Context: an optimization exercise on an open-source flow, tuned for small area and a short achievable clock period. The choices shown serve that exercise and are no tape-out recipe. Only simulation tests tie the RTL to the original design; equivalence was not proved. No run shown here takes its clock network from TritonCTS; it comes from the design's own scripts or RTL. The flow treats the clock pin as an ideal source. Dropping or thinning the clock tree relies on that and would not hold on a real chip. Power is estimated from default activity; no workload was simulated.

[flow/config.mk]
export PLATFORM = sky130hd
export DESIGN_NAME = Router_Top_Level_1x3
export DESIGN_NICKNAME = Router_Top_Level_1x3
export VERILOG_FILES = /design/flow/design.v
export SDC_FILE = /design/flow/constraint.sdc
export NUM_CORES = 4
export LEC_CHECK = 0
export CAP_MARGIN = 20
export CORE_MARGIN = 2
export CORE_UTILIZATION = 55
export PLACE_DENSITY = 0.65
export SETUP_SLACK_MARGIN = 3.3
export SLEW_MARGIN = 20
export SYNTH_HIERARCHICAL = 1
export SYNTH_MINIMUM_KEEP_SIZE = 0
export TNS_END_PERCENT = 30
[flow/constraint.sdc]
create_clock -name core_clock -period 5.0 [get_ports {clock}]
set_input_delay 1.0000 -clock core_clock [delete_from_list [all_inputs] [get_ports {clock}]]
set_output_delay 1.0000 -clock core_clock [all_outputs]
set_load 0.01 [all_outputs]
[flow/design.v]
`timescale 1ns / 1ps
module FIFO_Project(clk, resetn, soft_reset, read_enb, write_enb, data_in,
                    data_out, valid, full, full_next);
input clk, resetn, soft_reset, read_enb, write_enb;
input [7:0] data_in;
output reg [7:0] data_out;
output reg valid;    
output reg full;
output full_next;
reg [7:0] fifo [0:15];
reg [3:0] last;      
wire clr = !resetn || soft_reset;
wire wr  = write_enb && !full;
wire rd  = read_enb && valid;
integer k;
always @(posedge clk)
    if (wr) begin
        fifo[0] <= data_in;
        for (k = 1; k < 16; k = k + 1)
            fifo[k] <= fifo[k - 1];
    end
wire [7:0] rdata;
FIFO_Read_Mux read_mux(.d({fifo[15], fifo[14], fifo[13], fifo[12], fifo[11], fifo[10], fifo[9], fifo[8],
                          fifo[7], fifo[6], fifo[5], fifo[4], fifo[3], fifo[2], fifo[1], fifo[0]}),
                       .sel(last), .q(rdata));
always @(posedge clk)
    if (clr)
        data_out <= 8'd0;
    else if (rd)
        data_out <= rdata;
wire [3:0] last_rd   = wr ? last : (last == 4'd0 ? 4'd0 : last - 4'd1);
wire [3:0] last_nord = (wr && valid) ? last + 4'd1 : last;
wire [3:0] last_next;
FIFO_Pick4 pick_last(.clr(clr), .sel(read_enb && valid), .a(last_rd), .b(last_nord), .q(last_next));
always @(posedge clk)
    last <= last_next;
assign full_next = !clr && !(read_enb && valid) && (wr ? (valid && last == 4'd14) : full);
always @(posedge clk) begin
    valid <= !clr && (wr || (valid && !(read_enb && last == 4'd0)));
    full  <= full_next;
end
endmodule
module FIFO_Read_Mux(input [127:0] d, input [3:0] sel, output [7:0] q);
wire [15:0] s;
FIFO_Dec16 dec(.a(sel), .y(s));
genvar b;
generate
    for (b = 0; b < 8; b = b + 1) begin : bit_
        wire lo, hi;
        FIFO_AO8 g_lo(.s(s[7:0]),
                      .d({d[8*7+b], d[8*6+b], d[8*5+b], d[8*4+b], d[8*3+b], d[8*2+b], d[8*1+b], d[8*0+b]}),
                      .y(lo));
        FIFO_AO8 g_hi(.s(s[15:8]),
                      .d({d[8*15+b], d[8*14+b], d[8*13+b], d[8*12+b], d[8*11+b], d[8*10+b], d[8*9+b], d[8*8+b]}),
                      .y(hi));
        assign q[b] = lo || hi;
    end
endgenerate
endmodule
module FIFO_AO8(input [7:0] s, input [7:0] d, output y);
assign y = |(s & d);
endmodule
module FIFO_Dec16(input [3:0] a, output [15:0] y);
wire [3:0] lo_n, hi_n;
FIFO_Dec4n dec_lo(.a(a[1:0]), .y_n(lo_n));
FIFO_Dec4n dec_hi(.a(a[3:2]), .y_n(hi_n));
genvar k;
generate
    for (k = 0; k < 16; k = k + 1) begin : out_
        assign y[k] = !(lo_n[k % 4] || hi_n[k / 4]);
    end
endgenerate
endmodule
module FIFO_Dec4n(input [1:0] a, output [3:0] y_n);
assign y_n = ~(4'd1 << a);
endmodule
module FIFO_Pick4(input clr, input sel, input [3:0] a, input [3:0] b, output [3:0] q);
assign q = clr ? 4'd0 : sel ? a : b;
endmodule
`timescale 1ns / 1ps
module Synchronizer_Project(clk, resetn, valid, read_enb, soft_reset);
input clk, resetn, valid, read_enb;
output reg soft_reset;
reg [4:0] cnt;
always @(posedge clk)
    if (!resetn || !valid || read_enb) begin
        cnt <= 5'd0;
        soft_reset <= 1'b0;
    end else if (cnt == 5'b11000) begin
        cnt <= 5'd0;
        soft_reset <= 1'b1;
    end else begin
        cnt <= {cnt[3:0], ~(cnt[4] ^ cnt[2])};
        soft_reset <= 1'b0;
    end
endmodule
`timescale 1ns / 1ps
module FSM_Project(clk, resetn, soft_reset, pkt_valid, addr_in, empty_in,
                   fifo_full, parity_done, low_pkt_valid, addr,
                   detect_add, lfd_state, ld_state, lp_state, cpe_state,
                   full_state, laf_state, busy, write_enb);
input clk, resetn, soft_reset, pkt_valid;
input [1:0] addr_in;
input [2:0] empty_in;
input fifo_full, parity_done, low_pkt_valid;
output reg [1:0] addr;
output detect_add, lfd_state, ld_state, lp_state, cpe_state, full_state, laf_state;
output reg busy;
output reg [2:0] write_enb;    
reg s_da, s_lfd, s_ld, s_lp, s_cpe, s_ffs, s_laf, s_wte;
wire [3:0] empty4 = {1'b0, empty_in};
wire hdr_ok     = pkt_valid && (addr_in != 2'd3);
wire hdr_empty  = empty4[addr_in];
wire addr_empty = empty4[addr];
wire clr = !resetn || soft_reset;
wire n_da  = clr || (s_da && !hdr_ok) || (s_cpe && !fifo_full) || (s_laf && parity_done);
wire n_lfd = !clr && ((s_da && hdr_ok && hdr_empty) || (s_wte && addr_empty));
wire n_wte = !clr && ((s_da && hdr_ok && !hdr_empty) || (s_wte && !addr_empty));
wire n_ld  = !clr && (s_lfd || (s_ld && !fifo_full && pkt_valid) ||
                      (s_laf && !parity_done && !low_pkt_valid));
wire n_lp  = !clr && ((s_ld && !fifo_full && !pkt_valid) ||
                      (s_laf && !parity_done && low_pkt_valid));
wire n_cpe = !clr && s_lp;
wire n_ffs = !clr && ((s_ld || s_cpe || s_ffs) && fifo_full);
wire n_laf = !clr && s_ffs && !fifo_full;
wire n_busy = !clr && ((s_da && hdr_ok) || (s_ld && (fifo_full || !pkt_valid)) ||
                       s_lp || s_ffs || s_wte || (s_cpe && fifo_full) ||
                       (s_laf && !parity_done && low_pkt_valid));
wire [1:0] n_addr = s_da ? addr_in : addr;
wire n_we = n_ld || n_lp || n_laf;
always @(posedge clk) begin
    s_da  <= n_da;
    s_lfd <= n_lfd;
    s_wte <= n_wte;
    s_ld  <= n_ld;
    s_lp  <= n_lp;
    s_cpe <= n_cpe;
    s_ffs <= n_ffs;
    s_laf <= n_laf;
    busy  <= n_busy;
    write_enb <= {3{n_we}} & {addr == 2'd2, addr == 2'd1, addr == 2'd0};
end
always @(posedge clk)
    addr <= n_addr;
assign detect_add = s_da;
assign lfd_state  = s_lfd;
assign ld_state   = s_ld;
assign lp_state   = s_lp;
assign cpe_state  = s_cpe;
assign full_state = s_ffs;
assign laf_state  = s_laf;
endmodule
`timescale 1ns / 1ps
module Register_Project(input clk, resetn, pkt_valid,
                        input [7:0] data_in,
                        input fifo_full, detect_add, ld_state, laf_state, lfd_state, cpe_state,
                        output reg err, parity_done, low_pkt_valid,
                        output reg [7:0] data_out);
reg [7:0] fifo_full_state_byte, internal_parity, packet_parity_byte;
always @(posedge clk)
    if (!resetn)
        parity_done <= 1'b0;
    else if (ld_state && !fifo_full && !pkt_valid)
        parity_done <= 1'b1;
    else if (laf_state && low_pkt_valid && !parity_done)
        parity_done <= 1'b1;
    else if (detect_add)
        parity_done <= 1'b0;
always @(posedge clk)
    if (!resetn)
        low_pkt_valid <= 1'b0;
    else if (ld_state && !pkt_valid)
        low_pkt_valid <= 1'b1;
    else if (cpe_state)
        low_pkt_valid <= 1'b0;
always @(posedge clk)
    if (ld_state && fifo_full)
        fifo_full_state_byte <= data_in;
always @(posedge clk)
    if (detect_add || (ld_state && !fifo_full))
        data_out <= data_in;
    else if (laf_state)
        data_out <= fifo_full_state_byte;
always @(posedge clk)
    if (lfd_state)
        internal_parity <= data_out;
    else if (ld_state && pkt_valid)
        internal_parity <= internal_parity ^ data_in;
    else if (detect_add)
        internal_parity <= 8'd0;
always @(posedge clk)
    if (ld_state && !pkt_valid)
        packet_parity_byte <= data_in;
always @(posedge clk)
    if (!resetn)
        err <= 1'b0;
    else if (parity_done)
        err <= internal_parity != packet_parity_byte;
endmodule
`timescale 1ns / 1ps
module Router_Top_Level_1x3(clock,resetn,read_enb_0,read_enb_1,read_enb_2,data_in,pkt_valid,data_out_0,data_out_1,data_out_2,valid_out_0,valid_out_1,valid_out_2,error,busy);
input clock,resetn,read_enb_0,read_enb_1,read_enb_2,pkt_valid;
input [7:0] data_in;
output valid_out_0,valid_out_1,valid_out_2,error,busy;
output [7:0] data_out_0,data_out_1,data_out_2;
wire [2:0] soft_reset, valid, full, read_enb;
wire [7:0] reg_out;
wire [1:0] addr;
wire detect_add, lfd_state, ld_state, lp_state, cpe_state, full_state, laf_state;
wire parity_done, low_pkt_valid;
assign read_enb = {read_enb_2, read_enb_1, read_enb_0};
assign valid_out_0 = valid[0];
assign valid_out_1 = valid[1];
assign valid_out_2 = valid[2];
wire [2:0] full_next;
wire [3:0] full_next4 = {1'b0, full_next};
reg fifo_full;
always @(posedge clock)
    fifo_full <= full_next4[addr];
wire [2:0] write_enb;
FIFO_Project fifo_0(.clk(clock), .resetn(resetn), .soft_reset(soft_reset[0]),
                    .read_enb(read_enb_0), .write_enb(write_enb[0]), .data_in(reg_out),
                    .data_out(data_out_0), .valid(valid[0]), .full(full[0]),
                    .full_next(full_next[0]));
FIFO_Project fifo_1(.clk(clock), .resetn(resetn), .soft_reset(soft_reset[1]),
                    .read_enb(read_enb_1), .write_enb(write_enb[1]), .data_in(reg_out),
                    .data_out(data_out_1), .valid(valid[1]), .full(full[1]),
                    .full_next(full_next[1]));
FIFO_Project fifo_2(.clk(clock), .resetn(resetn), .soft_reset(soft_reset[2]),
                    .read_enb(read_enb_2), .write_enb(write_enb[2]), .data_in(reg_out),
                    .data_out(data_out_2), .valid(valid[2]), .full(full[2]),
                    .full_next(full_next[2]));
Synchronizer_Project sync_0(.clk(clock), .resetn(resetn), .valid(valid[0]),
                            .read_enb(read_enb_0), .soft_reset(soft_reset[0]));
Synchronizer_Project sync_1(.clk(clock), .resetn(resetn), .valid(valid[1]),
                            .read_enb(read_enb_1), .soft_reset(soft_reset[1]));
Synchronizer_Project sync_2(.clk(clock), .resetn(resetn), .valid(valid[2]),
                            .read_enb(read_enb_2), .soft_reset(soft_reset[2]));
FSM_Project fsm0(.clk(clock), .resetn(resetn), .soft_reset(|soft_reset),
                 .pkt_valid(pkt_valid), .addr_in(data_in[1:0]), .empty_in(~valid),
                 .fifo_full(fifo_full), .parity_done(parity_done), .low_pkt_valid(low_pkt_valid),
                 .addr(addr), .detect_add(detect_add), .lfd_state(lfd_state), .ld_state(ld_state),
                 .lp_state(lp_state), .cpe_state(cpe_state), .full_state(full_state),
                 .laf_state(laf_state), .busy(busy), .write_enb(write_enb));
Register_Project register(.clk(clock), .resetn(resetn), .pkt_valid(pkt_valid), .data_in(data_in),
                          .fifo_full(fifo_full), .detect_add(detect_add), .ld_state(ld_state),
                          .laf_state(laf_state), .lfd_state(lfd_state), .cpe_state(cpe_state),
                          .err(error), .parity_done(parity_done), .low_pkt_valid(low_pkt_valid),
                          .data_out(reg_out));
endmodule
[flow/flow/run.sh]
#!/bin/bash
# Standard ORFS layout, except that the clock tree is a hand-built two-level
# inverter tree (flow/cts_hook.tcl) instead of TritonCTS's buffer H-tree, and
# the port buffers start as buf_4 instead of the smallest buffer.
set -euo pipefail
work=$(pwd)
bash standard.sh PRE_CTS_TCL="$work/flow/cts_hook.tcl" \
  BUFFER_PORTS_ARGS="-buffer_cell sky130_fd_sc_hd__buf_4" finish > "$work/standard.log" 2>&1
[flow/flow/cts_hook.tcl]
proc cell_out { master } {
  foreach mt [$master getMTerms] {
    if {[$mt getIoType] eq "OUTPUT"} { return [$mt getName] }
  }
}
proc build_clock_tree { rows cols leaf_master root_master } {
  set db [ord::get_db]
  set block [ord::get_db_block]
  set clk [$block findNet clock]
  set sinks {}
  foreach it [$clk getITerms] {
    set bb [[$it getInst] getBBox]
    lappend sinks [list $it [expr {([$bb xMin] + [$bb xMax]) / 2}] [expr {([$bb yMin] + [$bb yMax]) / 2}]]
  }
  set n [llength $sinks]
  set lm [$db findMaster $leaf_master]
  set rm [$db findMaster $root_master]
  set lo [cell_out $lm]
  set ro [cell_out $rm]
  set nroot [expr {($rows > 1 ? 2 : 1) * ($cols > 1 ? 2 : 1)}]
  for {set q 0} {$q < $nroot} {incr q} {
    set rootnet($q) [odb::dbNet_create $block clknet_root_$q]
    $rootnet($q) setSigType CLOCK
    set qx($q) 0; set qy($q) 0; set qn($q) 0
  }
  set sinks [lsort -integer -index 2 $sinks]
  set i 0
  for {set r 0} {$r < $rows} {incr r} {
    set row [lsort -integer -index 1 [lrange $sinks [expr {$r * $n / $rows}] [expr {($r + 1) * $n / $rows - 1}]]]
    set m [llength $row]
    for {set c 0} {$c < $cols} {incr c} {
      set g [lrange $row [expr {$c * $m / $cols}] [expr {($c + 1) * $m / $cols - 1}]]
      set gx 0; set gy 0
      foreach s $g { incr gx [lindex $s 1]; incr gy [lindex $s 2] }
      set gx [expr {$gx / [llength $g]}]
      set gy [expr {$gy / [llength $g]}]
      set q [expr {($rows > 1 && $r >= $rows / 2 ? 2 : 0) + ($cols > 1 && $c >= $cols / 2 ? 1 : 0)}]
      if {$nroot == 2 && $rows == 1} { set q [expr {$c >= $cols / 2}] }
      incr qx($q) $gx; incr qy($q) $gy; incr qn($q)
      set buf [odb::dbInst_create $block $lm clkbuf_leaf_$i]
      set net [odb::dbNet_create $block clknet_leaf_$i]
      $net setSigType CLOCK
      $buf setLocation [expr {$gx - [$lm getWidth] / 2}] [expr {$gy - [$lm getHeight] / 2}]
      $buf setPlacementStatus PLACED
      [$buf findITerm A] connect $rootnet($q)
      [$buf findITerm $lo] connect $net
      foreach s $g {
        set it [lindex $s 0]
        $it disconnect
        $it connect $net
      }
      incr i
    }
  }
  for {set q 0} {$q < $nroot} {incr q} {
    set root [odb::dbInst_create $block $rm clkbuf_root_$q]
    set cx [expr {$qx($q) / $qn($q)}]; set cy [expr {$qy($q) / $qn($q)}]
    $root setLocation [expr {$cx - [$rm getWidth] / 2}] [expr {$cy - [$rm getHeight] / 2}]
    $root setPlacementStatus PLACED
    [$root findITerm A] connect $clk
    [$root findITerm $ro] connect $rootnet($q)
  }
  puts "clock tree: $n sinks, $i leaves, $nroot roots"
}

# Sourced by ORFS cts.tcl as PRE_CTS_TCL: the clock tree is built by
# build_clock_tree above in place of TritonCTS; the rest of cts.tcl (legalizing,
# timing repair) runs unchanged. The tree has no inverter that
# repair_clock_inverters should clone, so that step is skipped.
rename repair_clock_inverters orfs_repair_clock_inverters
proc repair_clock_inverters { args } {}
rename clock_tree_synthesis orfs_clock_tree_synthesis
proc clock_tree_synthesis { args } {
  build_clock_tree 4 4 sky130_fd_sc_hd__inv_12 sky130_fd_sc_hd__inv_16
  set_propagated_clock [all_clocks]
}
[flow/standard.sh]
#!/bin/bash
# synth_recipe.tcl (not shown) runs the flow's synth.tcl, then flattens the netlist and writes it again
# the make line also repeats each setting of config.mk as NAME=value (left out here)
make -C /OpenROAD-flow-scripts/flow DESIGN_CONFIG=/design/flow/config.mk WORK_HOME=/design/flow/orfs CLKGATE_MAP_FILE= SYNTH_SCRIPT=/design/flow/synth_recipe.tcl "${@:-finish}"
==> results.tsv, run 1 <==
metric	value	unit
Seq. cell area	14100	um^2
post-synthesis cell area	18600	um^2
WP buf/inv	1	
Vias/cell	6.03	
synth warn	12	
input/output buffers	42	
area grow syn2layout	11.4	%
Setup crit start	fifo_1.valid	
Die H	188	um
first drt pass iteration count	5	
most instantiated cells after synthesis	edfxtp_1, a22oi_1, dfxtp_1	
crit path DAT	0.77	ns
Final HPWL DP	23800	um
gpl congestion	0.785	
share of Yosys cell area claimed by the top area cell type	67.6	%
Cells on Worst Hold Path	0	
initial antenna violation count	1	
Die ar.	35300	um^2
Final setup viols	0	
area of the multi-input gates	4940	um^2
# DRC	0	
Max Cap Viol	0	
FFs w/ async S/R, synth	0	%
Worst path slowest cell	dfxtp_4	
Placeable Area	33400	um^2
Post-synth top flop	edfxtp_1	
max-slew headroom at the worst pin	64.4	%
syn_nets	1201	
Period minus WS final	1.77	ns
FMAX	565	MHz
Logic pwr share	2.0	%
final hold vios	0	
number of flops mapped to enable cells by yosys	418	
Boundary Pins	43	
top-count cell post-synth	edfxtp_1	
Setup crit end kind	output port	
Worst Reg-to-Reg Cells	7	
synthesized flop and latch total	494	
Worst Setup Path Type	register to output port	
largest net degree at the start of global routing	137	
crit share post-route	35.4	%
gr usage total	20.9	%
unrepaired setup endpoints after global routing	true	
clk_skew	0.0110	ns
FP Rows	67	
Sw Share	23.0	%
Core Util, Final	62.0	%
Vias	10273	
cell chain of the critical path	buf_4	
Antenna Nets Post-Route	0	
net switching power	1.43	mW
sequential power share	73.3	%
Synth Instances	1175	
clock latency (worst-skew pair)	0.17	ns
start point of the worst hold path	fifo_0.fifo[6][6]	
setup TNS	0	ns
drt wl/cell	22.6	um
total wire length	38500	um
Worst R2R Start	fifo_2.last[2]	
Int Pwr	4.78	mW
cell leakage power	6.41	nW
Hold WC Path Type	register to register	
crit path launch type	register	
Power Dens Cells	300	nW/um^2
status	timing/DRC/antenna clean	
Nets	1283	
Crit path depth	1	
Post-CTS Hold Buffers	0	
Mapped Avg Cell Area	15.8	um^2
CP Max Fanout	9	
Initial Util	55.7	%
Worst Max-Slew Pin Slew	0.533	ns
Worst path top cell family by delay	flip-flops	
share of cells above drive strength 1	19.0	%
Final Slew Violations	0	
CP max stage delay	0.45	ns
cell accounting for the most synthesized area	edfxtp_1	
FILL cells	2536	
Congestion Overflow GR	0	
Peak VDD IR	228	uV
Required @ worst endpoint	4.00	ns
Synth area leaders	edfxtp_1, dfxtp_1, a22oi_1	
number of global-route vias before repair	9981	
Reg clk slew, reported paths	0.11	ns
number of DRC markers in iteration 0	976	
clock share of power	24.7	%
Seq/Total Area, Yosys	75.8	%
Die W	188	um
first-pass GRT wire length	58300	um
Netlist cell types	55	
==> what timing repair did <==
| item | in CTS | in global routing |
|---|---|---|
| pin swaps | 2 | 7 |
| buffers inserted | 2 | 18 |
| setup endpoints to repair | 75 | 76 |
| gates resized for setup | 170 | 20 |
| gates cloned | 0 | 5 |
==> worst paths after layout <==
| path | endpoint | slack [ns] |
|---|---|---|
| worst max-delay path | valid_out_1 | 3.23 |
| worst min-delay path | fifo_0.fifo[7][6] | 0.46 |
| worst max register to register | fifo_2.data_out[1] | 3.31 |
| worst min register to register | fifo_0.fifo[7][6] | 0.46 |
==> metal layers <==
| layer | vias up | share of wire, % | wire (um) | global-route usage [%] |
|---|---|---|---|---|
| li1 | 4810 | - | - | - |
| met1 | 5138 | 46 | 17600 | 31.6 |
| met2 | 282 | 46 | 17900 | 33.1 |
| met3 | 43 | 5.7 | 2190 | 2.68 |
| met4 | 0 | 2.2 | 850 | 4.09 |
| met5 | - | 0 | 0 | 0 |
==> area by class of cell <==
type                    count  area share (%)
flip-flops and latches    494            68.3
inverters                  41            2.46
diodes                      1          0.0121
multi-input cells         653            23.9
repair inverters            5           0.272
repair buffers             62            2.39
well taps                 448            2.71
==> cell families after synthesis <==
group / count (synthesis) / share of synthesized area (%)
buffers and inverters: 28 / 0.633
flip-flops: 494 / 75.8
XOR/XNOR: 28 / 1.32
AO/OA/AOI/OAI: 265 / 10.3
AND/OR/NAND/NOR: 319 / 9.52
multiplexers: 29 / 1.66
adder cells (fa/ha/maj): 12 / 0.808
==> power by group through the flow <==
stage / clock [mW] / combinational, mW / sequential [mW]
after floorplan: 0 / 0.0777 / 4.62
after global placement: 0 / 0.115 / 4.65
after detailed placement: 0 / 0.117 / 4.65
after CTS: 1.58 / 0.121 / 4.55
after global routing: 1.70 / 0.137 / 4.56
final: 1.53 / 0.125 / 4.55
==> registers in the layout (all words and copies together) (netlist names), 2 cells and up <==
name / cells
sync_0.cnt: 5
fifo_0.last: 4
register.internal_parity: 8
fifo_1.data_out: 8
fifo_1.last: 4
fsm0.addr: 2
fifo_2.data_out: 8
register.data_out: 8
register.packet_parity_byte: 8
fifo_0.fifo: 128
fifo_2.fifo: 128
fifo_0.data_out: 8
sync_2.cnt: 5
register.fifo_full_state_byte: 8
fifo_1.fifo: 128
fsm0.write_enb: 3
fifo_2.last: 4
sync_1.cnt: 5
==> modules after synthesis, one instance, submodules excluded <==
module                copies in the design  flops+latches  cells inside
FIFO_Read_Mux                            3              0             8
FIFO_Pick4                               3              0             9
FIFO_AO8                                48              0             5
FIFO_Dec16                               3              0            16
Register_Project                         1             35            95
FIFO_Project                             3            142           203
FSM_Project                              1             14            55
Router_Top_Level_1x3                     1              1             8
Synchronizer_Project                     3              6            15
FIFO_Dec4n                               6              0             4
==> cell usage in the layout (no fill, tap or decap), types with 5 or more instances in the layout <==
cell type	synthesis	layout
nand3_1	9	9
a22oi_2	0	6
edfxtp_1	418	418
inv_8	0	5
mux2_2	8	8
nand2b_4	3	17
a21oi_1	29	28
mux2i_1	15	15
nand2_2	6	8
buf_4	0	56
inv_1	15	14
nand4_1	48	48
nor2_4	0	45
nor3b_2	5	5
inv_12	0	16
xor2_1	7	7
o21ai_0	16	16
and2_1	11	11
or2_1	30	24
ha_1	12	11
mux2_1	6	6
dfxtp_4	0	13
xnor2_1	21	21
nor2_1	70	22
or3_1	7	7
dfxtp_1	76	61
a22oi_1	192	186
and3b_1	6	6
or2_4	0	6
and3_1	7	7
nand2_1	68	63
==> stage by stage <==
step           setup WS (ns)  hold WS (ns)  power [mW]  instances  area (um^2)
6_report                3.23         0.455        6.21       1704        20700
3_5_place_dp            2.59         0.434        4.77       1658        19400
4_1_cts                 3.23         0.458        6.25       1680        20400
5_1_grt                 3.19         0.463        6.40       1703        20700
2_1_floorplan           3.31         0.427        4.70       1175        18600
3_3_place_gp            2.66         0.427        4.76       1658        19400
==> worst reg2reg max path, cell delays in order, from the launching register on <==
cell	delay, ns
dfxtp_4	0.46
nand2b_4	0.24
nor2_4	0.10
a22oi_1	0.21
nand4_1	0.19
or2_1	0.27
nand2_1	0.06
a21oi_1	0.06
==> run 2, diff against run 1 <==
--- a/flow/config.mk
+++ b/flow/config.mk
@@ -9,8 +9,7 @@
 export CORE_MARGIN = 2
 export CORE_UTILIZATION = 55
 export PLACE_DENSITY = 0.65
-export SETUP_SLACK_MARGIN = 3.3
+export SETUP_SLACK_MARGIN = 3.32
 export SLEW_MARGIN = 20
 export SYNTH_HIERARCHICAL = 1
 export SYNTH_MINIMUM_KEEP_SIZE = 0
-export TNS_END_PERCENT = 30
==> results.tsv, run 2 <==
metric	value	unit
status	timing/DRC/antenna clean	
crit path DAT	1.80	ns
routing usage on met1	32.7	%
most instantiated cells after synthesis	edfxtp_1, a22oi_1, dfxtp_1	
cell accounting for the most synthesized area	edfxtp_1	
setup TNS	0	ns
gr usage total	21.2	%
Die H	188	um
Worst path top cell family by delay	simple AND/OR/NAND/NOR gates	
Die W	188	um
number of flops mapped to enable cells by yosys	418	
final hold vios	0	
synth warn	12	
Peak VDD IR	204	uV
Required @ worst endpoint	5.11	ns
FILL cells	2454	
Die ar.	35300	um^2
Nets	1323	
Worst Setup Path Type	input port to register	
min setup slack post-route	3.31	ns
Setup WS pre-CTS	2.51	ns
Top Registers	fifo_0.fifo x128, fifo_1.fifo x128, fifo_2.fifo x128	
Placed Cells	1658	
share of cells above drive strength 1	26.4	%
Reg clk slew, reported paths	0.11	ns
Vias	10526	
top-count cell post-synth	edfxtp_1	
most frequent cells in the layout	edfxtp_1, a22oi_1, buf_4	
unrepaired setup endpoints after global routing	true	
cell chain of the critical path	buf_4 -> nand2_8 -> inv_6 -> nor3_4 -> mux2i_1 -> o21ai_1	
cell leakage power	6.76	nW
drt wl/cell	22.4	um
total wire length	39000	um
ANT cells	0	
Core Util, Final	64.4	%
met2 Usage GRT	33.6	%
Post-synth top flop	edfxtp_1	
Worst Max-Slew Pin Slew	0.602	ns
Hold WC Path Type	register to register	
Power Dens Cells	289	nW/um^2
Vias/cell	6.04	
# DRC	0	
input/output buffers	42	
Seq/Total Area, Yosys	75.8	%
FMAX	590	MHz
Setup crit end kind	register	
final hold slack	0.458	ns
start point of the worst hold path	fifo_2.fifo[2][4]	
Period minus WS final	1.69	ns
crit path launch type	input port	
Max Cap Viol	0	
largest net degree at the start of global routing	69	
first drt pass iteration count	5	
WP buf/inv	2	
commonest non-fill, non-tap cell in the layout	edfxtp_1	
Final Slew Violations	0	
Antenna Nets Post-Route	0	
Congestion Overflow GR	0	
Netlist cell types	55	
share of Yosys cell area claimed by the top area cell type	67.6	%
Placeable Area	33400	um^2
GR peak layer	met2	
number of DRC markers in iteration 0	1035	
number of global-route vias before repair	10213	
met3 GRT Util	2.36	%
post-synthesis cell area	18600	um^2
CP Max Fanout	13	
Setup crit start	read_enb_1	
Synth Instances	1175	
clk_skew	0.0136	ns
FP Rows	67	
Final setup viols	0	
Synth area leaders	edfxtp_1, dfxtp_1, a22oi_1	
Worst R2R Start	fifo_0.last[0]	
Mapped Avg Cell Area	15.8	um^2
Final HPWL DP	23400	um
gpl congestion	0.768	
syn_nets	1201	
crit share post-route	33.9	%
Initial Util	55.7	%
CP max stage delay	0.24	ns
synthesized flop and latch total	494	
Layout Cells excl Fill	1743	
clock latency (worst-skew pair)	0.17	ns
FFs w/ async S/R, synth	0	%
Worst path slowest cell	nor3_4	
max-slew headroom at the worst pin	59.8	%
area grow syn2layout	15.7	%
first-pass GRT wire length	59000	um
Boundary Pins	43	
initial antenna violation count	0	
## run 2: changes by cell type in the layout (fill, tap and decap cells not counted), moves of 4 or more
cell	delta
buf_6	+13
a22oi_2	+37
dfxtp_4	+4
inv_8	-4
dfxtp_1	-20
buf_12	+11
dfxtp_2	+16
buf_4	+15
a22oi_1	-37
nand2_2	-4
## run 2: report_power, final
part	total (mW)	switching [mW]	internal, mW
Combinational	0.133	0.0803	0.0529
Sequential	4.55	0.0605	4.49
Clock	1.54	1.30	0.241
Total	6.22	1.44	4.78
## run 2: layer usage
layer / vias to the layer above / share of wire, %
met5: - / 0
met1: 5319 / 46
met2: 272 / 47
met3: 44 / 4.9
met4: 0 / 2.0
li1: 4891 / -
## run 2: repair_timing
item                                    4_1_cts  5_1_grt
hold buffers                                  0        0
endpoints found under the setup margin       70       74
pin swaps                                     7       52
setup buffers                                14       47
resized for setup                           193       88
endpoints found under the hold margin         0        0
gates cloned                                  3        1
## run 2: final cells by class
class                      instances  area (um^2)  area share (%)
sequential                       494        14200            65.9
multi-input combinational        653         5250            24.4
timing repair buffer             103          987            4.60
tap                              448          561            2.61
inverter                          41          490            2.28
timing repair inverter             4         37.5           0.175
## run 2: logic make-up after synthesis
kind of cell,count (synthesis),share of synthesized area (%)
AO/OA/AOI/OAI,265,10.3
XOR/XNOR,28,1.32
adder cells (fa/ha/maj),12,0.808
buffers and inverters,28,0.633
flip-flops,494,75.8
multiplexers,29,1.66
AND/OR/NAND/NOR,319,9.52
## run 2: worst paths after layout
path                              to  slack (ns)  cells past startpoint
setup / recovery           fifo_full        3.31                      6
hold / removal     fifo_2.fifo[3][4]        0.46                      0
setup reg to reg  fifo_0.data_out[1]        3.31                      9
hold reg to reg    fifo_2.fifo[3][4]        0.46                      0
## run 2: through the flow
step	power (mW)	area, um^2
after CTS	6.26	20600
final	6.22	21500
after floorplan	4.70	18700
after global placement	4.76	19500
after global routing	6.41	21500
after detailed placement	4.77	19500
## run 2: per-module statistics from Yosys (local to each module, per instance)
module	times used	cell area (um^2)	cells	flops+latches
FIFO_AO8	48	36.3	5	0
FIFO_Dec16	3	60.1	16	0
FIFO_Dec4n	6	22.5	4	0
FIFO_Pick4	3	60.1	9	0
FIFO_Project	3	4500	203	142
FIFO_Read_Mux	3	50.0	8	0
FSM_Project	1	584	55	14
Register_Project	1	1450	95	35
Router_Top_Level_1x3	1	60.1	8	1
Synchronizer_Project	3	195	15	6
==> run 3, diff against run 2 <==
--- a/flow/config.mk
+++ b/flow/config.mk
@@ -7,9 +7,9 @@
 export LEC_CHECK = 0
 export CAP_MARGIN = 20
 export CORE_MARGIN = 2
-export CORE_UTILIZATION = 55
+export CORE_UTILIZATION = 50
 export PLACE_DENSITY = 0.65
-export SETUP_SLACK_MARGIN = 3.32
+export SETUP_SLACK_MARGIN = 3.3
 export SLEW_MARGIN = 20
 export SYNTH_HIERARCHICAL = 1
 export SYNTH_MINIMUM_KEEP_SIZE = 0
==> results.tsv, run 3 <==
metric	value	unit
cell accounting for the most synthesized area	edfxtp_1	
Synth area leaders	edfxtp_1, dfxtp_1, a22oi_1	
Antenna Nets Post-Route	0	
drt wl/cell	21.5	um
Worst path slowest cell	dfxtp_4	
synthesized flop and latch total	494	
Peak VDD IR	162	uV
Hold WC Path Type	register to register	
Congestion Overflow GR	0	
crit path launch type	register	
most frequent cells in the layout	edfxtp_1, a22oi_1, buf_4	
commonest non-fill, non-tap cell in the layout	edfxtp_1	
cell chain of the critical path	or2_4 -> nor2_4 -> buf_12 -> a22oi_1 -> nand4_1 -> or2_1 -> nand2_1 -> a21oi_1	
Worst Setup Path Type	register to register	
Vias	10369	
largest net degree at the start of global routing	69	
Setup WS pre-CTS	2.52	ns
Required @ worst endpoint	5.07	ns
WP buf/inv	1	
cell leakage power	6.56	nW
final hold slack	0.455	ns
FMAX	585	MHz
gr usage total	18.9	%
Vias/cell	5.93	
Worst R2R Start	fifo_1.last[1]	
Max Cap Viol	0	
Mapped Avg Cell Area	15.8	um^2
gpl congestion	0.781	
FP Rows	70	
CP max stage delay	0.40	ns
Post-synth top flop	edfxtp_1	
start point of the worst hold path	fifo_2.fifo[13][7]	
FILL cells	2818	
Reg clk slew, reported paths	0.11	ns
Placeable Area	36600	um^2
input/output buffers	42	
Period minus WS final	1.71	ns
Worst path top cell family by delay	simple AND/OR/NAND/NOR gates	
Layout Cells excl Fill	1750	
number of flops mapped to enable cells by yosys	418	
WHS Endpoint	fifo_2.fifo[14][7]	
post-synthesis cell area	18600	um^2
share of cells above drive strength 1	22.1	%
reg2reg end	fifo_1.data_out[7]	
FFs w/ async S/R, synth	0	%
synth warn	12	
Final HPWL DP	23400	um
Die ar.	38700	um^2
Seq/Total Area, Yosys	75.8	%
final hold vios	0	
Final Slew Violations	0	
unrepaired setup endpoints after global routing	true	
CP Max Fanout	8	
area grow syn2layout	13.3	%
total wire length	37700	um
# DRC	0	
met2 Usage GRT	31.2	%
Nets	1310	
Synth Instances	1175	
max-slew headroom at the worst pin	59.3	%
first-pass GRT wire length	57300	um
Setup crit end kind	register	
Top Registers	fifo_0.fifo x128, fifo_1.fifo x128, fifo_2.fifo x128	
top-count cell post-synth	edfxtp_1	
number of global-route vias before repair	9944	
initial antenna violation count	1	
Initial Util	50.7	%
first drt pass iteration count	5	
min setup slack post-route	3.29	ns
GR peak layer	met2	
clk_skew	0.0126	ns
met3 GRT Util	1.66	%
share of Yosys cell area claimed by the top area cell type	67.6	%
Placed Cells	1678	
R2R Setup Slk	3.29	ns
crit path DAT	1.78	ns
Boundary Pins	43	
Power Dens Cells	295	nW/um^2
setup TNS	0	ns
ANT cells	0	
Die H	197	um
Netlist cell types	55	
Worst Reg-to-Reg Cells	8	
Post-CTS Hold Buffers	0	
most instantiated cells after synthesis	edfxtp_1, a22oi_1, dfxtp_1	
status	timing/DRC/antenna clean	
syn_nets	1201	
number of DRC markers in iteration 0	867	
clock latency (worst-skew pair)	0.17	ns
routing usage on met1	28.7	%
Worst Max-Slew Pin Slew	0.609	ns
crit share post-route	34.2	%
Cells on Worst Hold Path	0	
Die W	197	um
Final setup viols	0	
run 3: changes by cell type in the layout (fill, tap and decap cells not counted), sizes merged:
cell,before,now
buf,99,90
dlymetal6s2s,0,1
inv,44,43
clkbuf,4,0
run 3: layout make-up:
type / count / area [um^2] / area share (%)
multi-input combinational: 653 / 5070 / 24.1
tap: 468 / 586 / 2.78
sequential: 494 / 14100 / 67.2
timing repair buffer: 91 / 733 / 3.49
inverter: 41 / 485 / 2.31
timing repair inverter: 3 / 26.3 / 0.125
run 3: layer usage:
| metal | up-vias | part of all wire, % |
|---|---|---|
| li1 | 4862 | - |
| met1 | 5223 | 45 |
| met2 | 255 | 49 |
| met3 | 27 | 4.8 |
| met4 | 2 | 0.99 |
| met5 | - | 0.021 |
run 3: repair_timing:
item	CTS	global route
setup endpoints to repair	56	42
gates resized for setup	180	45
buffers inserted	11	38
gates cloned	3	0
pin swaps	6	42
run 3: Yosys stat by module, one instance, submodules excluded, a selection:
module,area (um^2),cells,times used,flip-flops and latches
Register_Project,1450,95,1,35
Synchronizer_Project,195,15,3,6
FIFO_Pick4,60.1,9,3,0
FIFO_Read_Mux,50.0,8,3,0
FIFO_AO8,36.3,5,48,0
FIFO_Dec4n,22.5,4,6,0
run 3: per-stage QoR:
stage / power [mW] / instance area (um^2) / utilization [%]
after CTS: 6.26 / 20500 / 56.1
final: 6.21 / 21000 / 57.5
after global placement: 4.76 / 19500 / 53.2
after global routing: 6.40 / 21000 / 57.5
after floorplan: 4.70 / 18600 / -
after detailed placement: 4.77 / 19500 / 53.2
run 3: worst register-to-register path, delay by kind of cell (launching register included):
family	cells	cell delay [ns]
buffers and inverters	1	0.14
AND/OR/NAND/NOR	5	0.79
flip-flops	1	0.40
AO/OA/AOI/OAI	2	0.27
run 3: report_power, final:
part | total [mW] | switching, mW | internal [mW]
clock | 1.54 | 1.29 | 0.242
combinational | 0.129 | 0.0786 | 0.0500
sequential | 4.55 | 0.0575 | 4.49
run 3: kinds of logic after synthesis:
| kind of cell | count (synthesis) | synth area share, % |
|---|---|---|
| AO/OA/AOI/OAI | 265 | 10.3 |
| XOR/XNOR | 28 | 1.32 |
| adder cells (fa/ha/maj) | 12 | 0.808 |
| buffers and inverters | 28 | 0.633 |
| flip-flops | 494 | 75.8 |
| multiplexers | 29 | 1.66 |
| AND/OR/NAND/NOR | 319 | 9.52 |
run 3: worst max-delay path by stage:
stage                         from                  to  cells after the start
floorplan              fifo_0.full      fifo_0.last[1]                      6
global placement            resetn           fifo_full                      5
detailed placement          resetn           fifo_full                      5
CTS                     read_enb_0           fifo_full                      6
global route        fifo_1.last[2]  fifo_1.data_out[6]                      7
finish              fifo_1.last[1]  fifo_1.data_out[7]                      8
==> run 4, diff against run 3 <==
--- a/flow/config.mk
+++ b/flow/config.mk
@@ -7,7 +7,7 @@
 export LEC_CHECK = 0
 export CAP_MARGIN = 20
 export CORE_MARGIN = 2
-export CORE_UTILIZATION = 50
+export CORE_UTILIZATION = 60
 export PLACE_DENSITY = 0.65
 export SETUP_SLACK_MARGIN = 3.3
 export SLEW_MARGIN = 20
==> results.tsv, run 4 <==
metric	value	unit
status	timing/DRC/antenna clean	
Placeable Area	30500	um^2
sequential power share	73.4	%
synthesized flop and latch total	494	
Logic pwr share	2.0	%
# DRC	0	
crit path DAT	1.81	ns
Worst Max-Slew Pin Slew	0.617	ns
Setup crit start	fifo_0.last[1]	
Worst Setup Path Type	register to register	
top-count cell post-synth	edfxtp_1	
most frequent cells in the layout	edfxtp_1, a22oi_1, buf_4	
clock share of power	24.6	%
Antenna Nets Post-Route	0	
first-pass GRT wire length	57400	um
Vias/cell	6.17	
most instantiated cells after synthesis	edfxtp_1, a22oi_1, dfxtp_1	
Worst Reg-to-Reg Cells	7	
area grow syn2layout	13.0	%
gr usage total	22.3	%
Peak VDD IR	251	uV
Setup crit end kind	register	
crit path launch type	register	
FMAX	588	MHz
Vias	10362	
Die H	180	um
clock latency (worst-skew pair)	0.17	ns
FFs w/ async S/R, synth	0	%
drt wl/cell	22.4	um
number of flops mapped to enable cells by yosys	418	
Initial Util	60.9	%
FP Rows	64	
CP Max Fanout	8	
Final Power	6.19	mW
Nets	1310	
largest net degree at the start of global routing	69	
max-slew headroom at the worst pin	58.9	%
Sw Share	22.9	%
first drt pass iteration count	7	
Placed Cells	1606	
final instance area	21000	um^2
synth warn	12	
CP max stage delay	0.40	ns
Layout Cells excl Fill	1679	
commonest non-fill, non-tap cell in the layout	edfxtp_1	
initial antenna violation count	2	
cell leakage power	6.62	nW
crit share post-route	34.0	%
Congestion Overflow GR	0	
Post-synth top flop	edfxtp_1	
Die ar.	32400	um^2
final hold vios	0	
Synth area leaders	edfxtp_1, dfxtp_1, a22oi_1	
Worst R2R Start	fifo_0.last[1]	
share of Yosys cell area claimed by the top area cell type	67.6	%
clk_skew	0.0133	ns
reg2reg end	fifo_0.data_out[4]	
Max Cap Viol	0	
Worst path slowest cell	dfxtp_4	
placed cell area	19400	um^2
Worst Setup EP	fifo_0.data_out[4]	
post-synthesis cell area	18600	um^2
Post-CTS Hold Buffers	0	
cell chain of the critical path	or2_4 -> nor2_4 -> a22oi_1 -> nand4_1 -> or2_1 -> nand2_1 -> a21oi_2	
Int Pwr	4.78	mW
share of cells above drive strength 1	22.9	%
gpl congestion	0.756	
Hold WC Path Type	register to register	
Netlist cell types	55	
net switching power	1.41	mW
Synth Instances	1175	
Boundary Pins	43	
input/output buffers	42	
Final HPWL DP	23100	um
number of DRC markers in iteration 0	1078	
Reg clk slew, reported paths	0.11	ns
R2R Setup Slk	3.30	ns
Period minus WS final	1.70	ns
total wire length	37700	um
Core Util, Final	68.8	%
Final Slew Violations	0	
unrepaired setup endpoints after global routing	true	
Power Dens Cells	295	nW/um^2
Required @ worst endpoint	5.10	ns
Die W	180	um
Mapped Avg Cell Area	15.8	um^2
Final setup viols	0	
cell accounting for the most synthesized area	edfxtp_1	
number of global-route vias before repair	9852	
setup TNS	0	ns
Top Registers	fifo_0.fifo x128, fifo_1.fifo x128, fifo_2.fifo x128	
Seq/Total Area, Yosys	75.8	%
syn_nets	1201	
## run 4: cell counts after synthesis
Identical to the previous run, type by type.
## run 4: Yosys stat by module (local to each module, per instance)
module                cell area, um^2  flip-flops and latches  cells
FIFO_Project                     4500                     142    203
Register_Project                 1450                      35     95
FSM_Project                       584                      14     55
Synchronizer_Project              195                       6     15
FIFO_Dec16                       60.1                       0     16
FIFO_Pick4                       60.1                       0      9
Router_Top_Level_1x3             60.1                       1      8
FIFO_Read_Mux                    50.0                       0      8
FIFO_AO8                         36.3                       0      5
FIFO_Dec4n                       22.5                       0      4
## run 4: per-stage QoR
stage	hold slack (ns)	worst slack, ns
final	0.451	3.30
after global routing	0.460	3.23
after CTS	0.455	3.22
after detailed placement	0.433	2.63
after global placement	0.427	2.70
after floorplan	0.427	3.31
## run 4: kinds of logic (layout without fill, tap and decap cells)
family	Yosys count	after routing	synth area share, %
buffers and inverters	28	135	0.633
XOR/XNOR	28	28	1.32
AND/OR/NAND/NOR	319	319	9.52
adder cells (fa/ha/maj)	12	12	0.808
multiplexers	29	29	1.66
AO/OA/AOI/OAI	265	265	10.3
other	0	1	0
flip-flops	494	494	75.8
## run 4: worst min path at each step
stage / slack, ns / from / cells past startpoint / end
6_report: 0.45 / fifo_2.fifo[13][2] / 0 / fifo_2.fifo[14][2]
5_1_grt: 0.46 / fifo_2.fifo[13][2] / 0 / fifo_2.fifo[14][2]
4_1_cts: 0.45 / fifo_2.fifo[13][1] / 0 / fifo_2.fifo[14][1]
3_5_place_dp: 0.43 / fifo_0.fifo[1][7] / 0 / fifo_0.fifo[2][7]
3_3_place_gp: 0.43 / fifo_2.fifo[13][1] / 0 / fifo_2.fifo[14][1]
2_1_floorplan: 0.43 / fifo_0.fifo[10][0] / 0 / fifo_0.fifo[11][0]
## run 4: layout make-up
cell class / instances / area (um^2)
repair buffers: 91 / 729
well taps: 396 / 495
diodes: 1 / 2.50
multi-input cells: 653 / 5100
inverters: 41 / 475
repair inverters: 3 / 26.3
flip-flops and latches: 494 / 14200
fillers: 2105 / 9530
## run 4: worst max-delay path: cells and delay by family (launching register included)
| family | cells | cell delay, ns |
|---|---|---|
| compound gates | 2 | 0.27 |
| flops | 1 | 0.40 |
| simple gates | 5 | 0.96 |
## run 4: timing repair
action / CTS / global route
buffers inserted: 8 / 41
resized for setup: 186 / 51
endpoints found under the setup margin: 64 / 53
pin swaps: 3 / 51
gates cloned: 3 / 0
## run 4: layer usage
layer | global-route usage [%] | routed length, um | up-vias
met5 | 0 | 13 | -
met4 | 4.20 | 781 | 2
met3 | 1.74 | 1860 | 50
met2 | 35.1 | 17500 | 293
met1 | 35.1 | 17500 | 5155
li1 | - | - | 4862
## run 4: power groups by stage
stage	Combinational, mW	Sequential (mW)	Clock [mW]
2_1_floorplan	0.0777	4.62	0
4_1_cts	0.122	4.55	1.56
5_1_grt	0.136	4.55	1.70
3_3_place_gp	0.113	4.65	0
6_report	0.124	4.55	1.52
3_5_place_dp	0.115	4.65	0
==> run 5, diff against run 4 <==
--- a/flow/config.mk
+++ b/flow/config.mk
@@ -7,7 +7,7 @@
 export LEC_CHECK = 0
 export CAP_MARGIN = 20
 export CORE_MARGIN = 2
-export CORE_UTILIZATION = 60
+export CORE_UTILIZATION = 55
 export PLACE_DENSITY = 0.65
 export SETUP_SLACK_MARGIN = 3.3
 export SLEW_MARGIN = 20
==> results.tsv, run 5 <==
metric	value	unit
Synth Instances	1175	
Peak VDD IR	228	uV
cell leakage power	6.49	nW
Required @ worst endpoint	4.00	ns
start point of the worst hold path	fifo_1.fifo[6][2]	
Initial Util	55.7	%
largest net degree at the start of global routing	69	
CP Max Fanout	2	
number of global-route vias before repair	10031	
most frequent cells in the layout	edfxtp_1, a22oi_1, nand2_1	
crit path launch type	register	
number of flops mapped to enable cells by yosys	418	
Reg clk slew, reported paths	0.11	ns
first drt pass iteration count	5	
Antenna Nets Post-Route	0	
Worst Max-Slew Pin Slew	0.646	ns
total wire length	38500	um
Mapped Avg Cell Area	15.8	um^2
Worst Setup Path Type	register to output port	
crit path DAT	0.68	ns
cell accounting for the most synthesized area	edfxtp_1	
most instantiated cells after synthesis	edfxtp_1, a22oi_1, dfxtp_1	
clk_skew	0.0130	ns
Post-CTS Hold Buffers	0	
Die W	188	um
Post-synth top flop	edfxtp_1	
crit share post-route	33.6	%
Cells on Worst Hold Path	0	
setup TNS	0	ns
commonest non-fill, non-tap cell in the layout	edfxtp_1	
Setup crit end kind	output port	
unrepaired setup endpoints after global routing	true	
final hold vios	0	
share of cells above drive strength 1	22.0	%
Vias/cell	6.03	
WHS Endpoint	fifo_1.fifo[7][2]	
Worst path slowest cell	dfxtp_2	
gpl congestion	0.785	
R2R Setup Slk	3.33	ns
share of Yosys cell area claimed by the top area cell type	67.6	%
WP buf/inv	1	
final instance area	20900	um^2
synth warn	12	
FFs w/ async S/R, synth	0	%
Boundary Pins	43	
# DRC	0	
Final setup viols	0	
FP Rows	67	
Max Cap Viol	0	
area grow syn2layout	12.6	%
synthesized flop and latch total	494	
FMAX	595	MHz
Worst path top cell family by delay	flip-flops	
Period minus WS final	1.68	ns
Synth area leaders	edfxtp_1, dfxtp_1, a22oi_1	
clock latency (worst-skew pair)	0.17	ns
number of DRC markers in iteration 0	997	
placed cell area	19400	um^2
status	timing/DRC/antenna clean	
Seq/Total Area, Yosys	75.8	%
Top Registers	fifo_0.fifo x128, fifo_1.fifo x128, fifo_2.fifo x128	
first-pass GRT wire length	58900	um
Core Util, Final	62.7	%
cell chain of the critical path	buf_4	
gr usage total	21.2	%
drt wl/cell	22.4	um
top-count cell post-synth	edfxtp_1	
reg2reg end	fifo_1.data_out[1]	
input/output buffers	42	
Die H	188	um
Netlist cell types	55	
Final HPWL DP	23800	um
Placeable Area	33400	um^2
Vias	10334	
Worst R2R Start	fifo_1.last[1]	
Power Dens Cells	297	nW/um^2
Die ar.	35300	um^2
Worst Reg-to-Reg Cells	8	
post-synthesis cell area	18600	um^2
syn_nets	1201	
initial antenna violation count	1	
Hold WC Path Type	register to register	
Nets	1294	
Congestion Overflow GR	0	
CP max stage delay	0.39	ns
Final Slew Violations	0	
max-slew headroom at the worst pin	56.9	%
-- run 5: cell counts after synthesis --
No cell type changed its count.
-- run 5: worst max path at each step --
| stage | from | to | slack (ns) | depth (start not counted) |
|---|---|---|---|---|
| final | fifo_2.data_out[7] | data_out_2[7] | 3.32 | 1 |
| after global routing | fifo_1.last[1] | fifo_1.data_out[1] | 3.26 | 8 |
| after CTS | read_enb_1 | fifo_full | 3.24 | 6 |
| after detailed placement | resetn | fifo_full | 2.59 | 5 |
| after global placement | resetn | fifo_full | 2.66 | 5 |
| after floorplan | fifo_0.full | fifo_0.last[1] | 3.31 | 6 |
-- run 5: report_power, final --
part	leakage [nW]	switching (mW)	total [mW]	internal, mW
combinational	1.90	0.0787	0.128	0.0490
sequential	4.43	0.0606	4.55	4.49
clock	0.156	1.29	1.53	0.242
total	6.49	1.43	6.20	4.78
-- run 5: Yosys stat by module, one instance, submodules excluded --
module / flops+latches / cells / times used
FIFO_Project: 142 / 203 / 3
FIFO_Read_Mux: 0 / 8 / 3
Router_Top_Level_1x3: 1 / 8 / 1
Register_Project: 35 / 95 / 1
FIFO_Pick4: 0 / 9 / 3
Synchronizer_Project: 6 / 15 / 3
FIFO_Dec4n: 0 / 4 / 6
FSM_Project: 14 / 55 / 1
FIFO_Dec16: 0 / 16 / 3
FIFO_AO8: 0 / 5 / 48
-- run 5: what timing repair did --
| item | 4_1_cts | 5_1_grt |
|---|---|---|
| pin swaps | 2 | 24 |
| setup buffers | 5 | 28 |
| resized for setup | 187 | 52 |
| endpoints found under the hold margin | 0 | 0 |
| gates cloned | 3 | 0 |
| endpoints found under the setup margin | 75 | 44 |
-- run 5: area by class of cell --
class | instances | area, um^2
diodes | 1 | 2.50
fillers | 2502 | 12400
inverters | 41 | 483
multi-input cells | 653 | 5070
flip-flops and latches | 494 | 14200
well taps | 448 | 561
repair buffers | 75 | 617
repair inverters | 3 | 26.3
-- run 5: logic make-up after synthesis --
| family | share of synthesized area (%) |
|---|---|
| buffers and inverters | 0.633 |
| DFF | 75.8 |
| adders and majority gates | 0.808 |
| xor gates and xnor gates | 1.32 |
| AOI/OAI and AO/OA | 10.3 |
| and+or+nand+nor | 9.52 |
| muxes | 1.66 |
-- run 5: routing by layer --
metal,global-route usage (%),part of all wire [%],vias to the layer above
met5,0,0,-
met3,2.66,5.7,41
li1,-,-,4836
met4,3.63,1.9,0
met1,31.8,46,5158
met2,34.0,47,299
-- run 5: through the flow --
step	hold slack [ns]	instances	total power [mW]	setup slack, ns
final	0.455	1715	6.20	3.32
after global routing	0.463	1714	6.40	3.26
after CTS	0.458	1686	6.25	3.24
after detailed placement	0.434	1658	4.77	2.59
after global placement	0.427	1658	4.76	2.66
after floorplan	0.427	1175	4.70	3.31
==> run 6, diff against run 5 <==
--- a/flow/flow/cts_hook.tcl
+++ b/flow/flow/cts_hook.tcl
@@ -71,6 +71,6 @@
 proc repair_clock_inverters { args } {}
 rename clock_tree_synthesis orfs_clock_tree_synthesis
 proc clock_tree_synthesis { args } {
-  build_clock_tree 4 4 sky130_fd_sc_hd__inv_12 sky130_fd_sc_hd__inv_16
+  build_clock_tree 4 6 sky130_fd_sc_hd__inv_12 sky130_fd_sc_hd__inv_16
   set_propagated_clock [all_clocks]
 }
==> results.tsv, run 6 <==
metric	value	unit
number of DRC markers in iteration 0	1007	
Nets	1303	
# DRC	0	
final hold vios	0	
cell leakage power	6.53	nW
Placed Cells	1658	
Vias/cell	6.03	
number of flops mapped to enable cells by yosys	418	
Layout Cells excl Fill	1724	
post-synthesis cell area	18600	um^2
Max Cap Viol	0	
Setup crit end kind	register	
setup TNS	0	ns
max-slew headroom at the worst pin	59.1	%
FMAX	597	MHz
drt wl/cell	22.3	um
Final HPWL DP	23800	um
Vias	10400	
number of global-route vias before repair	10128	
Cells on Worst Hold Path	0	
initial antenna violation count	2	
Congestion Overflow GR	0	
share of cells above drive strength 1	22.1	%
most instantiated cells after synthesis	edfxtp_1, a22oi_1, dfxtp_1	
clock latency (worst-skew pair)	0.17	ns
first-pass GRT wire length	59200	um
Reg clk slew, reported paths	0.08	ns
Post-CTS Hold Buffers	0	
commonest non-fill, non-tap cell in the layout	edfxtp_1	
Die H	188	um
input/output buffers	42	
Netlist cell types	55	
top-count cell post-synth	edfxtp_1	
Worst Max-Slew Pin Slew	0.614	ns
Period minus WS final	1.67	ns
min setup slack post-route	3.33	ns
gpl congestion	0.785	
crit path launch type	input port	
total wire length	38400	um
largest net degree at the start of global routing	69	
Synth Instances	1175	
Boundary Pins	43	
Post-synth top flop	edfxtp_1	
crit share post-route	33.5	%
Synth area leaders	edfxtp_1, dfxtp_1, a22oi_1	
syn_nets	1201	
status	timing/DRC/antenna clean	
FFs w/ async S/R, synth	0	%
Worst Setup Path Type	input port to register	
area grow syn2layout	13.0	%
Top Registers	fifo_0.fifo x128, fifo_1.fifo x128, fifo_2.fifo x128	
Power Dens Cells	306	nW/um^2
first drt pass iteration count	5	
clk_skew	0.0122	ns
final hold slack	0.442	ns
Seq/Total Area, Yosys	75.8	%
Mapped Avg Cell Area	15.8	um^2
gr usage total	21.3	%
share of Yosys cell area claimed by the top area cell type	67.6	%
Peak VDD IR	241	uV
Die ar.	35300	um^2
Placeable Area	33400	um^2
Final Slew Violations	0	
FP Rows	67	
Die W	188	um
synthesized flop and latch total	494	
cell accounting for the most synthesized area	edfxtp_1	
most frequent cells in the layout	edfxtp_1, a22oi_1, buf_4	
CP Max Fanout	13	
crit path DAT	1.77	ns
Final setup viols	0	
Hold WC Path Type	register to register	
Initial Util	55.7	%
synth warn	12	
Antenna Nets Post-Route	0	
unrepaired setup endpoints after global routing	true	
Worst Reg-to-Reg Cells	8	
Setup WS pre-CTS	2.59	ns
Required @ worst endpoint	5.09	ns
R2R Setup Slk	3.33	ns
==> run 6: kinds of logic after synthesis <==
| logic type | count (synthesis) | synth area share (%) |
|---|---|---|
| buffers and inverters | 28 | 0.633 |
| adder cells (fa/ha/maj) | 12 | 0.808 |
| flip-flops | 494 | 75.8 |
| multiplexers | 29 | 1.66 |
| AO/OA/AOI/OAI | 265 | 10.3 |
| XOR/XNOR | 28 | 1.32 |
| AND/OR/NAND/NOR | 319 | 9.52 |
==> run 6: final timing paths <==
kind                       from                  to
max                  read_enb_1           fifo_full
min reg2reg  fifo_2.fifo[14][1]  fifo_2.fifo[15][1]
max reg2reg      fifo_0.last[0]  fifo_0.data_out[5]
min          fifo_2.fifo[14][1]  fifo_2.fifo[15][1]
==> run 6: cell type report <==
cell class / count / area (um^2)
sequential: 494 / 14200
fill: 2506 / 12400
multi-input combinational: 653 / 5040
inverter: 49 / 613
timing repair buffer: 76 / 582
tap: 448 / 561
timing repair inverter: 3 / 26.3
antenna: 1 / 2.50
==> run 6: per-module statistics from Yosys, one instance, submodules excluded <==
module | flip-flops and latches | cells
FIFO_Project | 142 | 203
Register_Project | 35 | 95
FSM_Project | 14 | 55
Synchronizer_Project | 6 | 15
FIFO_Dec16 | 0 | 16
FIFO_Pick4 | 0 | 9
Router_Top_Level_1x3 | 1 | 8
FIFO_Read_Mux | 0 | 8
FIFO_AO8 | 0 | 5
FIFO_Dec4n | 0 | 4
==> run 6: worst max-delay path, stage by stage <==
cell and delay, ns:
buf_6 0.12, nand2_8 0.09, inv_8 0.06, nor3_4 0.23
mux2i_1 0.11, o21ai_1 0.14
==> run 6: per-layer routing <==
layer,global-route usage (%),wire length [um]
met1,32.0,17200
met2,33.9,18100
met3,2.75,2340
met4,4.42,846
met5,0,0
==> run 6: through the flow <==
step	power (mW)	cell area [um^2]	utilization (%)
finish	6.42	21000	62.9
global route	6.65	21000	62.9
CTS	6.49	20500	61.6
detailed placement	4.77	19400	58.3
global placement	4.76	19400	58.3
floorplan	4.70	18600	-
==> run 6: where the power goes <==
group | switching, mW | total [mW] | internal [mW]
logic | 0.0791 | 0.128 | 0.0485
registers | 0.0612 | 4.55 | 4.49
clock network | 1.43 | 1.74 | 0.311
total | 1.57 | 6.42 | 4.85
==> run 6: what timing repair did <==
action	4_1_cts	5_1_grt
endpoints found under the setup margin	72	47
setup buffers	4	30
cloned	3	0
pin swaps	1	28
gates resized for setup	177	54
==> run 7, diff against run 6 <==
--- a/flow/flow/cts_hook.tcl
+++ b/flow/flow/cts_hook.tcl
@@ -71,6 +71,6 @@
 proc repair_clock_inverters { args } {}
 rename clock_tree_synthesis orfs_clock_tree_synthesis
 proc clock_tree_synthesis { args } {
-  build_clock_tree 4 6 sky130_fd_sc_hd__inv_12 sky130_fd_sc_hd__inv_16
+  build_clock_tree 4 4 sky130_fd_sc_hd__inv_12 sky130_fd_sc_hd__inv_16
   set_propagated_clock [all_clocks]
 }
--- a/flow/config.mk
+++ b/flow/config.mk
@@ -9,7 +9,7 @@
 export CORE_MARGIN = 2
 export CORE_UTILIZATION = 55
 export PLACE_DENSITY = 0.65
-export SETUP_SLACK_MARGIN = 3.3
+export SETUP_SLACK_MARGIN = 3.29
 export SLEW_MARGIN = 20
 export SYNTH_HIERARCHICAL = 1
 export SYNTH_MINIMUM_KEEP_SIZE = 0
==> results.tsv, run 7 <==
metric	value	unit
cell accounting for the most synthesized area	edfxtp_1	
Placed Cells	1658	
Setup crit end kind	output port	
number of global-route vias before repair	10026	
Hold WC Path Type	register to register	
number of flops mapped to enable cells by yosys	418	
crit share post-route	33.6	%
WP buf/inv	1	
Boundary Pins	43	
number of DRC markers in iteration 0	1017	
Reg clk slew, reported paths	0.11	ns
Period minus WS final	1.68	ns
Final setup viols	0	
Nets	1291	
Vias/cell	6.07	
Die H	188	um
commonest non-fill, non-tap cell in the layout	edfxtp_1	
gpl congestion	0.785	
Die ar.	35300	um^2
Layout Cells excl Fill	1712	
Final HPWL DP	23800	um
Core Util, Final	62.4	%
share of Yosys cell area claimed by the top area cell type	67.6	%
FILL cells	2520	
final hold vios	0	
Placeable Area	33400	um^2
gr usage total	21.1	%
most instantiated cells after synthesis	edfxtp_1, a22oi_1, dfxtp_1	
crit path DAT	0.68	ns
final hold slack	0.453	ns
Mapped Avg Cell Area	15.8	um^2
cell leakage power	6.47	nW
setup TNS	0	ns
Congestion Overflow GR	0	
R2R Setup Slk	3.33	ns
FP Rows	67	
Initial Util	55.7	%
CP max stage delay	0.37	ns
unrepaired setup endpoints after global routing	true	
max-slew headroom at the worst pin	57.3	%
top-count cell post-synth	edfxtp_1	
CP Max Fanout	2	
share of cells above drive strength 1	21.0	%
initial antenna violation count	1	
drt wl/cell	22.4	um
Worst path top cell family by delay	flip-flops	
# DRC	0	
crit path launch type	register	
Power Dens Cells	298	nW/um^2
Required @ worst endpoint	4.00	ns
synth warn	12	
Top Registers	fifo_0.fifo x128, fifo_1.fifo x128, fifo_2.fifo x128	
cell chain of the critical path	buf_4	
Max Cap Viol	0	
input/output buffers	42	
clock latency (worst-skew pair)	0.17	ns
first-pass GRT wire length	58900	um
Seq/Total Area, Yosys	75.8	%
Peak VDD IR	228	uV
Die W	188	um
largest net degree at the start of global routing	69	
FFs w/ async S/R, synth	0	%
area grow syn2layout	12.1	%
Worst path slowest cell	dfxtp_4	
Post-synth top flop	edfxtp_1	
Worst Setup Path Type	register to output port	
syn_nets	1201	
synthesized flop and latch total	494	
Antenna Nets Post-Route	0	
Vias	10394	
first drt pass iteration count	5	
Netlist cell types	55	
Synth Instances	1175	
FMAX	595	MHz
most frequent cells in the layout	edfxtp_1, a22oi_1, buf_4	
post-synthesis cell area	18600	um^2
Final Slew Violations	0	
status	timing/DRC/antenna clean	
Worst Max-Slew Pin Slew	0.640	ns
clk_skew	0.0132	ns
total wire length	38400	um
Synth area leaders	edfxtp_1, dfxtp_1, a22oi_1	
run 7: cell families after synthesis:
kind of cell | share of synthesized area, %
AO/OA/AOI/OAI | 10.3
XOR/XNOR | 1.32
adder cells (fa/ha/maj) | 0.808
flip-flops | 75.8
buffers and inverters | 0.633
AND/OR/NAND/NOR | 9.52
multiplexers | 1.66
run 7: what timing repair did:
item | 4_1_cts | 5_1_grt
hold buffers | 0 | 0
setup endpoints to repair | 68 | 47
gates cloned | 3 | 0
pin swaps | 1 | 21
setup buffers | 4 | 26
resized for setup | 172 | 52
run 7: final cells by class:
| cell class | count | area, um^2 | share of cell area [%] |
|---|---|---|---|
| timing repair buffer | 72 | 561 | 2.69 |
| timing repair inverter | 3 | 26.3 | 0.126 |
| tap | 448 | 561 | 2.69 |
| antenna | 1 | 2.50 | 0.0120 |
| multi-input combinational | 653 | 5030 | 24.2 |
| inverter | 41 | 483 | 2.32 |
| sequential | 494 | 14100 | 68.0 |
run 7: path summary, 6_finish.rpt:
kind / startpoint / endpoint / depth (start not counted)
min reg2reg: fifo_0.fifo[6][6] / fifo_0.fifo[7][6] / 0
min: fifo_0.fifo[6][6] / fifo_0.fifo[7][6] / 0
max: fifo_1.valid / valid_out_1 / 1
max reg2reg: fifo_1.last[0] / fifo_1.data_out[1] / 8
run 7: stage by stage:
| step | cell area (um^2) | total power [mW] | setup slack [ns] |
|---|---|---|---|
| 6_report | 20800 | 6.21 | 3.32 |
| 5_1_grt | 20800 | 6.40 | 3.26 |
| 4_1_cts | 20400 | 6.25 | 3.24 |
| 3_5_place_dp | 19400 | 4.77 | 2.59 |
| 3_3_place_gp | 19400 | 4.76 | 2.66 |
| 2_1_floorplan | 18600 | 4.70 | 3.31 |
run 7: routing by layer:
metal | part of all wire, % | GRT usage [%]
met1 | 46 | 31.9
met2 | 47 | 33.9
met3 | 5.6 | 2.51
met4 | 2.1 | 3.66
met5 | 0 | 0
run 7: power by group:
part | internal, mW | switching [mW] | total (mW) | leakage, nW
clock network | 0.242 | 1.29 | 1.53 | 0.156
logic | 0.0488 | 0.0785 | 0.127 | 1.88
registers | 4.49 | 0.0607 | 4.55 | 4.43
run 7: per-module statistics from Yosys, one instance, submodules excluded:
module | flops+latches | cells | copies in the design
FSM_Project | 14 | 55 | 1
FIFO_Pick4 | 0 | 9 | 3
Router_Top_Level_1x3 | 1 | 8 | 1
FIFO_Dec4n | 0 | 4 | 6
FIFO_Read_Mux | 0 | 8 | 3
Synchronizer_Project | 6 | 15 | 3
Register_Project | 35 | 95 | 1
FIFO_AO8 | 0 | 5 | 48
FIFO_Project | 142 | 203 | 3
FIFO_Dec16 | 0 | 16 | 3

==> separate check: timing with driven ports <==
No port has a modelled driver above. Below, the same layouts with a new extraction and two added sets of constraints. Step 1 sets driving cells, clkbuf_16 on the clock port and buf_2 on the other inputs (assumed; they add their load-dependent delay and slew). Step 2 adds t to the input delays and takes it off the output delays; t is the mean of the earliest and latest rising clock arrival at the registers after step 1. Input paths then give back, and output paths get back, about the clock's delay inside the block. a / b / c = ideal / step 1 / step 2; a / b = the first two.
run	t, ns	setup WS [ns]	hold WS [ns]	worst slew at a driven data input, ns
run 1	0.373	3.231 / 3.020 / 3.055	0.455 / 0.456 / 0.456	0.04
run 2	0.379	3.306 / 3.112 / 3.119	0.458 / 0.458 / 0.458	0.05
run 3	0.378	3.292 / 3.098 / 3.126	0.455 / 0.456 / 0.456	0.05
run 4	0.369	3.298 / 3.111 / 3.145	0.451 / 0.452 / 0.452	0.05
run 5	0.376	3.318 / 3.105 / 3.143	0.455 / 0.455 / 0.455	0.04
run 6	0.378	3.326 / 3.113 / 3.131	0.442 / 0.442 / 0.442	0.04
run 7	0.376	3.318 / 3.106 / 3.123	0.453 / 0.454 / 0.454	0.04
After both steps every run listed still meets setup and hold.
